Background: an optimization exercise with open tools, aiming at small area and a short achievable clock period. Do not read the settings as production practice.
At most, simulation tests tie the RTL to the original design; equivalence was not proved.
The clock port is modelled as an ideal driver, which makes a skipped or thinned clock tree look cheaper than it is; a real chip needs a root buffer or a tree.
Power is estimated from default activity; no workload was simulated.

Design cnn_top_with_pool, start of the top module:
module cnn_top_with_pool #
(
    parameter DATA_W = 8,
    parameter FRAC   = 4,
    parameter IMG_W  = 32
)
(
    input  wire                     clk,
    input  wire                     rst,
    input  wire                     in_valid,
    input  wire signed [DATA_W-1:0] pixel_in,
    output reg                      out_valid,
    output reg signed [DATA_W-1:0]  out_data
);
Size in the first run: ~0.020 mm2 of cells after synthesis.
==> flow/config.mk <==
export PLATFORM = sky130hd
export DESIGN_NAME = cnn_top_with_pool
export DESIGN_NICKNAME = cnn_top_with_pool
export VERILOG_FILES = /design/flow/design.v
export SDC_FILE = /design/flow/constraint.sdc
export NUM_CORES = 4
export LEC_CHECK = 0
export ABC_CLOCK_PERIOD_IN_PS = 1600
export CAP_MARGIN = 20
export CORE_MARGIN = 2
export CORE_UTILIZATION = 60
export CTS_CLUSTER_DIAMETER = 60
export CTS_CLUSTER_SIZE = 30
export SETUP_SLACK_MARGIN = 2.4
export SLEW_MARGIN = 20
==> flow/constraint.sdc <==
create_clock -name core_clock -period 4.0 [get_ports {clk}]
set_input_delay 0.8000 -clock core_clock [delete_from_list [all_inputs] [get_ports {clk}]]
set_output_delay 0.8000 -clock core_clock [all_outputs]
set_load 0.01 [all_outputs]
run.sh (not shown) runs the stock make flow with config.mk's settings and CLKGATE_MAP_FILE= SYNTH_SCRIPT=/design/flow/synth_recipe.tcl, a recipe that flattens the netlist after the stock synthesis.
The starting point went through all stages and came out clean.
==> next run, changes <==
--- a/flow/config.mk
+++ b/flow/config.mk
@@ -8 +8 @@
-export ABC_CLOCK_PERIOD_IN_PS = 1600
+export ABC_CLOCK_PERIOD_IN_PS = 1800
@@ -11,4 +11,2 @@
-export CORE_UTILIZATION = 60
-export CTS_CLUSTER_DIAMETER = 60
-export CTS_CLUSTER_SIZE = 30
-export SETUP_SLACK_MARGIN = 2.4
+export CORE_UTILIZATION = 40
+export SETUP_SLACK_MARGIN = 2.2
=>
- The changed run completed without violations
- global-route usage is lower by 5.0 points
- via count went up by 0.53%
- critical path depth is lower by 1
- setup slack is better by 17 ps
- power rose by 10%
- first-iteration DRC count went down by 16%
- die area goes up by 49%
No run of this note included a check of the RTL's function; only the layout flow was run.

========
cnn_top_with_pool, a different RTL version from the one above (not shown whole).
Size: ~910 cells after synthesis, roughly 600 flip-flops, about 20 I/O pins, ~19000 µm² of cells after synthesis.
==> flow/config.mk <==
export PLATFORM = sky130hd
export DESIGN_NAME = cnn_top_with_pool
export DESIGN_NICKNAME = cnn_top_with_pool
export VERILOG_FILES = /design/flow/design.v
export SDC_FILE = /design/flow/constraint.sdc
export NUM_CORES = 4
export LEC_CHECK = 0
export ABC_CLOCK_PERIOD_IN_PS = 1600
export CAP_MARGIN = 20
export CORE_MARGIN = 2
export CORE_UTILIZATION = 60
export SETUP_SLACK_MARGIN = 2.3
export SLEW_MARGIN = 20
export SYNTH_HIERARCHICAL = 1
==> flow/constraint.sdc <==
create_clock -name core_clock -period 4.0 [get_ports {clk}]
set_input_delay 0.8000 -clock core_clock [delete_from_list [all_inputs] [get_ports {clk}]]
set_output_delay 0.8000 -clock core_clock [all_outputs]
set_load 0.01 [all_outputs]
standard.sh (not shown) runs the stock make flow with config.mk's settings and CLKGATE_MAP_FILE= SYNTH_SCRIPT=/design/flow/synth_recipe.tcl, a recipe that flattens the netlist after the stock synthesis.
==> flow/flow/run.sh <==
#!/bin/bash
# The standard layout, except that synthesis leaves the adders to ABC
# instead of mapping them onto the library's half- and full-adder cells, and
# clock tree synthesis adds no dummy loads.
set -euo pipefail
bash standard.sh ADDER_MAP_FILE= \
  "CTS_ARGS=-sink_clustering_enable -repair_clock_nets -sink_clustering_size 30 -sink_clustering_max_diameter 60 -dont_use_dummy_load" \
  finish > standard_make.log 2>&1
Edit:
- CORE_UTILIZATION: 60 -> 70
- SETUP_SLACK_MARGIN: 2.3 -> 2.4
Hold slack gains 23 ps.
Synthesized cell count does not change.
Sequential power is about the same.
Routed wire length fell by 1.9%.
Cell area stays flat.
Flip-flop and latch count does not change.
Edit:
==> flow/flow/run.sh (replaced) <==
#!/bin/bash
# The standard layout, except that synthesis leaves the adders to ABC
# instead of mapping them onto the library's half- and full-adder cells, and
# clock tree synthesis builds the tree from clkbuf_8 below a clkbuf_16 root,
# without dummy loads.
set -euo pipefail
bash standard.sh ADDER_MAP_FILE= \
  "CTS_ARGS=-sink_clustering_enable -repair_clock_nets -dont_use_dummy_load -root_buf sky130_fd_sc_hd__clkbuf_16 -buf_list sky130_fd_sc_hd__clkbuf_8 -sink_clustering_size 20 -sink_clustering_max_diameter 50" \
  finish > standard_make.log 2>&1
- CORE_UTILIZATION: 70 -> 60
- SETUP_SLACK_MARGIN: 2.4 -> 2.3
=>
- The changed run produced a clean layout
- cell count grows by 4.8%
- count of clock-buffer cells in the layout rises by 7
- clock power shrinks by 17%
- clock skew came out higher by 18 ps
- area after synthesis does not change
- global-route usage went down by 1.5 points
- wire length climbs by 2.8%

========
## alpha
Another version of the RTL of cnn_top_with_pool (not shown whole).
For scale: roughly 920 cells after synthesis, ~640 flip-flops, roughly 20 I/O pins, roughly 20,000 um2 of cells after synthesis.
==> flow/config.mk <==
export PLATFORM = sky130hd
export DESIGN_NAME = cnn_top_with_pool
export DESIGN_NICKNAME = cnn_top_with_pool
export VERILOG_FILES = /design/flow/design.v
export SDC_FILE = /design/flow/constraint.sdc
export NUM_CORES = 4
export LEC_CHECK = 0
export ABC_CLOCK_PERIOD_IN_PS = 1600
export CAP_MARGIN = 20
export CORE_MARGIN = 2
export CORE_UTILIZATION = 60
export CTS_CLUSTER_DIAMETER = 60
export CTS_CLUSTER_SIZE = 30
export SETUP_SLACK_MARGIN = 2.25
export SLEW_MARGIN = 20
==> flow/constraint.sdc <==
create_clock -name core_clock -period 4.0 [get_ports {clk}]
set_input_delay 0.8000 -clock core_clock [delete_from_list [all_inputs] [get_ports {clk}]]
set_output_delay 0.8000 -clock core_clock [all_outputs]
set_load 0.01 [all_outputs]
run.sh (not shown) runs the stock make flow with config.mk's settings and CLKGATE_MAP_FILE= SYNTH_SCRIPT=/design/flow/synth_recipe.tcl, a recipe that flattens the netlist after the stock synthesis.
Stock flow here: none of the scripts above is used.
alpha finished every step from synthesis to the final layout, and the layout passed the timing, DRC and antenna checks.
#### Input delta (beta over alpha)
- CTS_CLUSTER_SIZE changed from 30 to 20
- CTS_BUF_LIST newly set to sky130_fd_sc_hd__clkbuf_8 sky130_fd_sc_hd__clkbuf_16
- SETUP_SLACK_MARGIN changed from 2.25 to 2.4
- CTS_CLUSTER_DIAMETER changed from 60 to 40
--- outcome ---
- beta: done, clean on timing, DRC and antenna
- Of beta and alpha, it is beta that has the higher wire length on met2.
- For the post-layout utilization of the core, beta came in 3.9 points higher than alpha did.
- ~same minimum clock period after layout in alpha and beta
- Synthesis-to-layout area growth in beta is 6.4 points above alpha.
- Going from alpha to beta, clock share of power up 10 points; switching part of the total down 0.55 points.
diff inputs: beta => gamma
- CTS_CLUSTER_DIAMETER now 60, was 40
- CTS_CLUSTER_SIZE now 30, was 20
- CTS_BUF_LIST no longer set, was sky130_fd_sc_hd__clkbuf_8 sky130_fd_sc_hd__clkbuf_16
--- outcome ---
The final layout from gamma, which completed every stage, passed the timing, DRC and antenna checks at the end of the flow.
Cmp beta and gamma / fraction of standard cell area that is sequential / higher: gamma
Diff beta and gamma: total global routing track utilization higher in beta
The via count of the routed design number comes out lower for gamma vs beta.
Summary of gamma over beta: setup slack of the critical path after layout +0.019 ns; total chip power -about 15%; design area -4.7%.
diff inputs: gamma => delta
==> flow/flow/run.sh (new file) <==
#!/bin/bash
# The standard layout, except that synthesis leaves the adders to ABC
# instead of mapping them onto the library's half- and full-adder cells.
set -euo pipefail
bash standard.sh ADDER_MAP_FILE= finish > standard_make.log 2>&1
==> flow/standard.sh (new file) <==
#!/bin/bash
# synth_recipe.tcl (not shown) runs the flow's synth.tcl, then flattens the netlist and writes it again
# the make line also repeats each setting of config.mk as NAME=value (left out here)
make -C /OpenROAD-flow-scripts/flow DESIGN_CONFIG=/design/flow/config.mk WORK_HOME=/design/flow/orfs CLKGATE_MAP_FILE= SYNTH_SCRIPT=/design/flow/synth_recipe.tcl "${@:-finish}"
removed: flow/run.sh
[summary]
- The higher area added between synthesis and finish of delta and gamma is in gamma.
- Diff delta and gamma: multi-input combinational area share higher in gamma
- Sort delta and gamma by power share of the clock group, ascending, and gamma comes first.

========
== red ==
Another version of the RTL of cnn_top_with_pool (not shown whole).
Size in the first run: about 970 cells after synthesis, ~610 flip-flops, ~20 I/O pins.
clock: 4.0 ns
lec_check: 0
abc_clock_period_in_ps: 1600
cap_margin: 20
core_margin: 2
core_utilization: 60
setup_slack_margin: 2.55
slew_margin: 20
synth_hierarchical: 1
standard.sh (not shown) runs the stock make flow with config.mk's settings and CLKGATE_MAP_FILE= SYNTH_SCRIPT=/design/flow/synth_recipe.tcl, a recipe that flattens the netlist after the stock synthesis.
==> flow/flow/run.sh <==
#!/bin/bash
# The standard layout (standard.sh), with two changes:
#  - synthesis leaves the adders to ABC instead of mapping them onto the
#    library's half- and full-adder cells (ADDER_MAP_FILE empty);
#  - clock tree synthesis adds no dummy loads, and flow/cts_hook.tcl then
#    drives TritonCTS's leaf buffers straight from four roots on the clock port,
#    removing the H-tree buffers in between, and makes roots and leaves
#    inverters.
# make's output goes to standard_make.log; each ORFS step logs under orfs/logs.
set -euo pipefail
here=$(pwd)
bash standard.sh ADDER_MAP_FILE= \
  "CTS_ARGS=-sink_clustering_enable -repair_clock_nets -dont_use_dummy_load -sink_clustering_size 30 -sink_clustering_max_diameter 60" \
  "PRE_CTS_TCL=$here/flow/cts_hook.tcl" \
  finish > standard_make.log 2>&1
Other scripts of this flow, unchanged in this note and not shown: flow/flow/cts_hook.tcl
## Diff of input files: blue against red
- SETUP_SLACK_MARGIN now 2.6, was 2.55
- CORE_UTILIZATION now 80, was 60
Results
blue got as far as 5_1_grt, where a tool error ended the run. The final reports for blue and red show die extent in x lower in the former. Per the comparison of blue with red, total instance count after detailed placement now sits lower, synthesized cell count closely matched the old numbers, cell area after placement moved down, synthesized-area fraction occupied by and/or/nand/nor cells held, number of buffers added for setup after CTS grew by 10. blue vs red: final weighted congestion of routability-driven global placement up. Summary — initial cell density of the core, blue relative to red: higher, by 21 points. red -> blue: synthesized area delta 0, exact match.
Changes in green relative to blue:
- changing CORE_UTILIZATION from 80 to 60
--- outcome ---
What green reported for floorplan die width has to be multiplied by 0.869 to get the figure for blue.
green | stages: all done | timing, DRC, antenna: all pass
Measured against blue, the half-perimeter wire length after placement of green comes out at 0.78 times the reference value.
Register area share after synthesis: green vs blue identical
Comparing blue and green, the higher number of core rows is on green.
Count of input and output buffers came out exactly the same in blue and green.
The final reports for green and blue show height of the die higher in the former.
Of blue and green, the run reporting the lower area after detailed placement was blue.
Compared with blue, quantity of gates resized following cts in green decreased by more than 10%.
Side by side, number of buffers inserted to repair setup after CTS turned out lower in green than in blue.
Modified inputs, orange compared to green
- changing CORE_UTILIZATION from 60 to 70
Notes after the runs:
Changes observed in orange relative to green: latest clock arrival within the worst-skew pair went down by 0.02 ns, power stayed essentially flat, total wire length went up.
The clock cells of red, green and orange come from the design's own scripts or RTL, not from TritonCTS.

========
## the previous run
cnn_top_with_pool with an RTL version that a note above also has.
For scale: ~910 cells after synthesis, ~600 flip-flops, ~20 I/O pins.
// cnn_top_with_pool
module cnn_top_with_pool #
(
    parameter DATA_W = 8,
    parameter FRAC   = 4,
    parameter IMG_W  = 32
)
(
    input  wire                     clk,
    input  wire                     rst,
    input  wire                     in_valid,
    input  wire signed [DATA_W-1:0] pixel_in,
    output reg                      out_valid,
    output reg signed [DATA_W-1:0]  out_data
);
clock: 4.0 ns
lec_check: 0
abc_clock_period_in_ps: 1600
cap_margin: 20
core_margin: 2
core_utilization: 60
cts_cluster_diameter: 60
cts_cluster_size: 30
setup_slack_margin: 2.4
slew_margin: 20
synth_hierarchical: 1
==> flow/flow/run.sh <==
#!/bin/bash
# The standard layout, except that synthesis leaves the adders to ABC
# instead of mapping them onto the library's half- and full-adder cells, and
# clock tree synthesis adds no dummy loads.
set -euo pipefail
bash standard.sh ADDER_MAP_FILE= \
  "CTS_ARGS=-sink_clustering_enable -repair_clock_nets -sink_clustering_size 30 -sink_clustering_max_diameter 60 -dont_use_dummy_load" \
  finish > standard_make.log 2>&1
For the current run, these inputs were changed with respect to the previous run:
==> flow/flow/run.sh <==
#!/bin/bash
# The standard layout, except that synthesis leaves the adders to ABC
# instead of mapping them onto the library's half- and full-adder cells.
set -euo pipefail
bash standard.sh ADDER_MAP_FILE= finish > standard_make.log 2>&1
Notes after the runs:
| flip-flop and latch count | the previous run vs the current run | ≈ equal |
From the previous run to the current run, placeable core region did not move at all.
Lower clock share of power goes to the previous run over the current run.
The current run has less setup slack than the previous run.
The lower amount of wire on met2 after detailed routing came out of the current run.
Diff the previous run -> the current run | via count | up slightly
Compared with the previous run, the current run shows post-detailed-routing wire length that has gone down slightly.
Comparing the two runs side by side, the current run comes out behind the previous run on cell area after layout.
~same compound-gate portion of the synthesized area in the previous run and the current run

========
## run A
Another version of the RTL of cnn_top_with_pool (not shown whole).
For scale: about 610 flip-flops, ~20 I/O pins, ~20000 um2 of cells after synthesis.
==> flow/config.mk <==
export PLATFORM = sky130hd
export DESIGN_NAME = cnn_top_with_pool
export DESIGN_NICKNAME = cnn_top_with_pool
export VERILOG_FILES = /design/flow/design.v
export SDC_FILE = /design/flow/constraint.sdc
export NUM_CORES = 4
export LEC_CHECK = 0
export ABC_CLOCK_PERIOD_IN_PS = 1600
export CAP_MARGIN = 20
export CORE_MARGIN = 2
export CORE_UTILIZATION = 60
export SETUP_SLACK_MARGIN = 2.65
export SLEW_MARGIN = 20
export SYNTH_HIERARCHICAL = 1
==> flow/constraint.sdc <==
create_clock -name core_clock -period 4.0 [get_ports {clk}]
set_input_delay 0.8000 -clock core_clock [delete_from_list [all_inputs] [get_ports {clk}]]
set_output_delay 0.8000 -clock core_clock [all_outputs]
set_load 0.01 [all_outputs]
==> flow/flow/run.sh <==
#!/bin/bash
# The standard layout (standard.sh), with two changes:
#  - synthesis leaves the adders to ABC instead of mapping them onto the
#    library's half- and full-adder cells (ADDER_MAP_FILE empty);
#  - clock tree synthesis adds no dummy loads, and flow/cts_hook.tcl then
#    drives TritonCTS's leaf buffers straight from four roots on the clock port,
#    removing the H-tree buffers in between, and makes roots and leaves
#    inverters.
# make's output goes to standard_make.log; each ORFS step logs under orfs/logs.
set -euo pipefail
here=$(pwd)
bash standard.sh ADDER_MAP_FILE= \
  "CTS_ARGS=-sink_clustering_enable -repair_clock_nets -dont_use_dummy_load -sink_clustering_size 30 -sink_clustering_max_diameter 60" \
  "PRE_CTS_TCL=$here/flow/cts_hook.tcl" \
  finish > standard_make.log 2>&1
Other scripts of this flow, unchanged in this note and not shown: flow/flow/cts_hook.tcl
Relative to run A, the following input files were edited for run B:
diff --git a/flow/config.mk b/flow/config.mk
--- a/flow/config.mk
+++ b/flow/config.mk
@@ -11,3 +11,3 @@
 export CORE_UTILIZATION = 60
-export SETUP_SLACK_MARGIN = 2.65
+export SETUP_SLACK_MARGIN = 2.55
 export SLEW_MARGIN = 20
Results
- The area growth from synthesis to layout number comes out lower for run B vs run A.
- In the flow results for run B and run A, the non-filler instance count after layout is larger on run A.
- Of run B and run A, it is run B that has the lower total met3 wirelength after detailed routing.
- Relative to run A, run B improves wire length.
- Comparing run B with run A, the power per standard cell area came out essentially unchanged.
- Run B | stages: all done | timing, DRC, antenna: all pass
#### Input delta (run C over run B)
diff --git a/flow/config.mk b/flow/config.mk
--- a/flow/config.mk
+++ b/flow/config.mk
@@ -11,3 +11,3 @@
 export CORE_UTILIZATION = 60
-export SETUP_SLACK_MARGIN = 2.55
+export SETUP_SLACK_MARGIN = 2.8
 export SLEW_MARGIN = 20
==> results.txt <==
Run B was routed with fewer vias than run C.
In terms of placed standard-cell area, run B and run C differ only marginally.
Run C vs. run B: worst hold margin stayed essentially flat; number of standard cells in the final layout excluding fillers rose by about 2.3%.
No run of this note takes its clock network from TritonCTS; it comes from the design's own scripts or RTL.

==> static timing again, ports no longer ideal <==
In the flow no input, the clock included, has a driving cell. The finished layouts below were timed again as built, in two steps.
Step 1: set_driving_cell puts a clkbuf_16 on clk and a buf_2 on each other input, an assumption about the parent block.
Step 2 moves the port delays by t, midway between the first and last clock arrival at a register: inputs arrive t later, outputs are due t later. That takes back most of the time a late clock gives input paths.
Three values: ideal ports, drivers, drivers and shift; two values: the first two.
run	t, ns	setup WS [ns]	worst hold slack (ns)	worst slew at a driven data input, ns
the first run of note 1	0.580	2.043 / 2.043 / 2.043	0.354 / 0.354 / 0.354	0.03
the second run of note 1	0.644	2.061 / 2.061 / 1.866	0.353 / 0.353 / 0.353	0.03
the first run of note 2	0.568	2.259 / 2.206 / 1.829	0.348 / 0.348 / 0.348	0.03
the second run of note 2	0.559	2.258 / 2.207 / 1.869	0.371 / 0.371 / 0.371	0.03
the third run of note 2	0.549	2.245 / 2.193 / 1.860	0.377 / 0.377 / 0.377	0.03
alpha	0.581	2.201 / 2.148 / 1.873	0.325 / 0.325 / 0.325	0.03
beta	0.611	2.203 / 2.152 / 2.015	0.319 / 0.319 / 0.319	0.03
gamma	0.577	2.222 / 2.172 / 2.006	0.324 / 0.324 / 0.324	0.03
delta	0.575	2.224 / 2.172 / 1.968	0.323 / 0.323 / 0.323	0.03
red	0.465	2.534 / 2.293 / 2.446	0.328 / 0.328 / 0.328	0.04
green	0.465	2.539 / 2.299 / 2.457	0.327 / 0.328 / 0.328	0.04
orange	0.446	2.548 / 2.307 / 2.514	0.328 / 0.329 / 0.329	0.04
the previous run	0.549	2.267 / 2.218 / 1.910	0.356 / 0.356 / 0.356	0.03
the current run	0.563	2.252 / 2.203 / 1.897	0.397 / 0.397 / 0.397	0.03
run A	0.454	2.529 / 2.296 / 2.459	0.387 / 0.387 / 0.387	0.03
run B	0.452	2.534 / 2.298 / 2.463	0.383 / 0.383 / 0.383	0.03
run C	0.454	2.543 / 2.304 / 2.551	0.383 / 0.382 / 0.382	0.03
After both steps setup and hold are still met in every run listed. The setup slack of the first run of note 2, which loses most, moves by -0.053 ns with the drivers and by -0.430 ns with both steps.
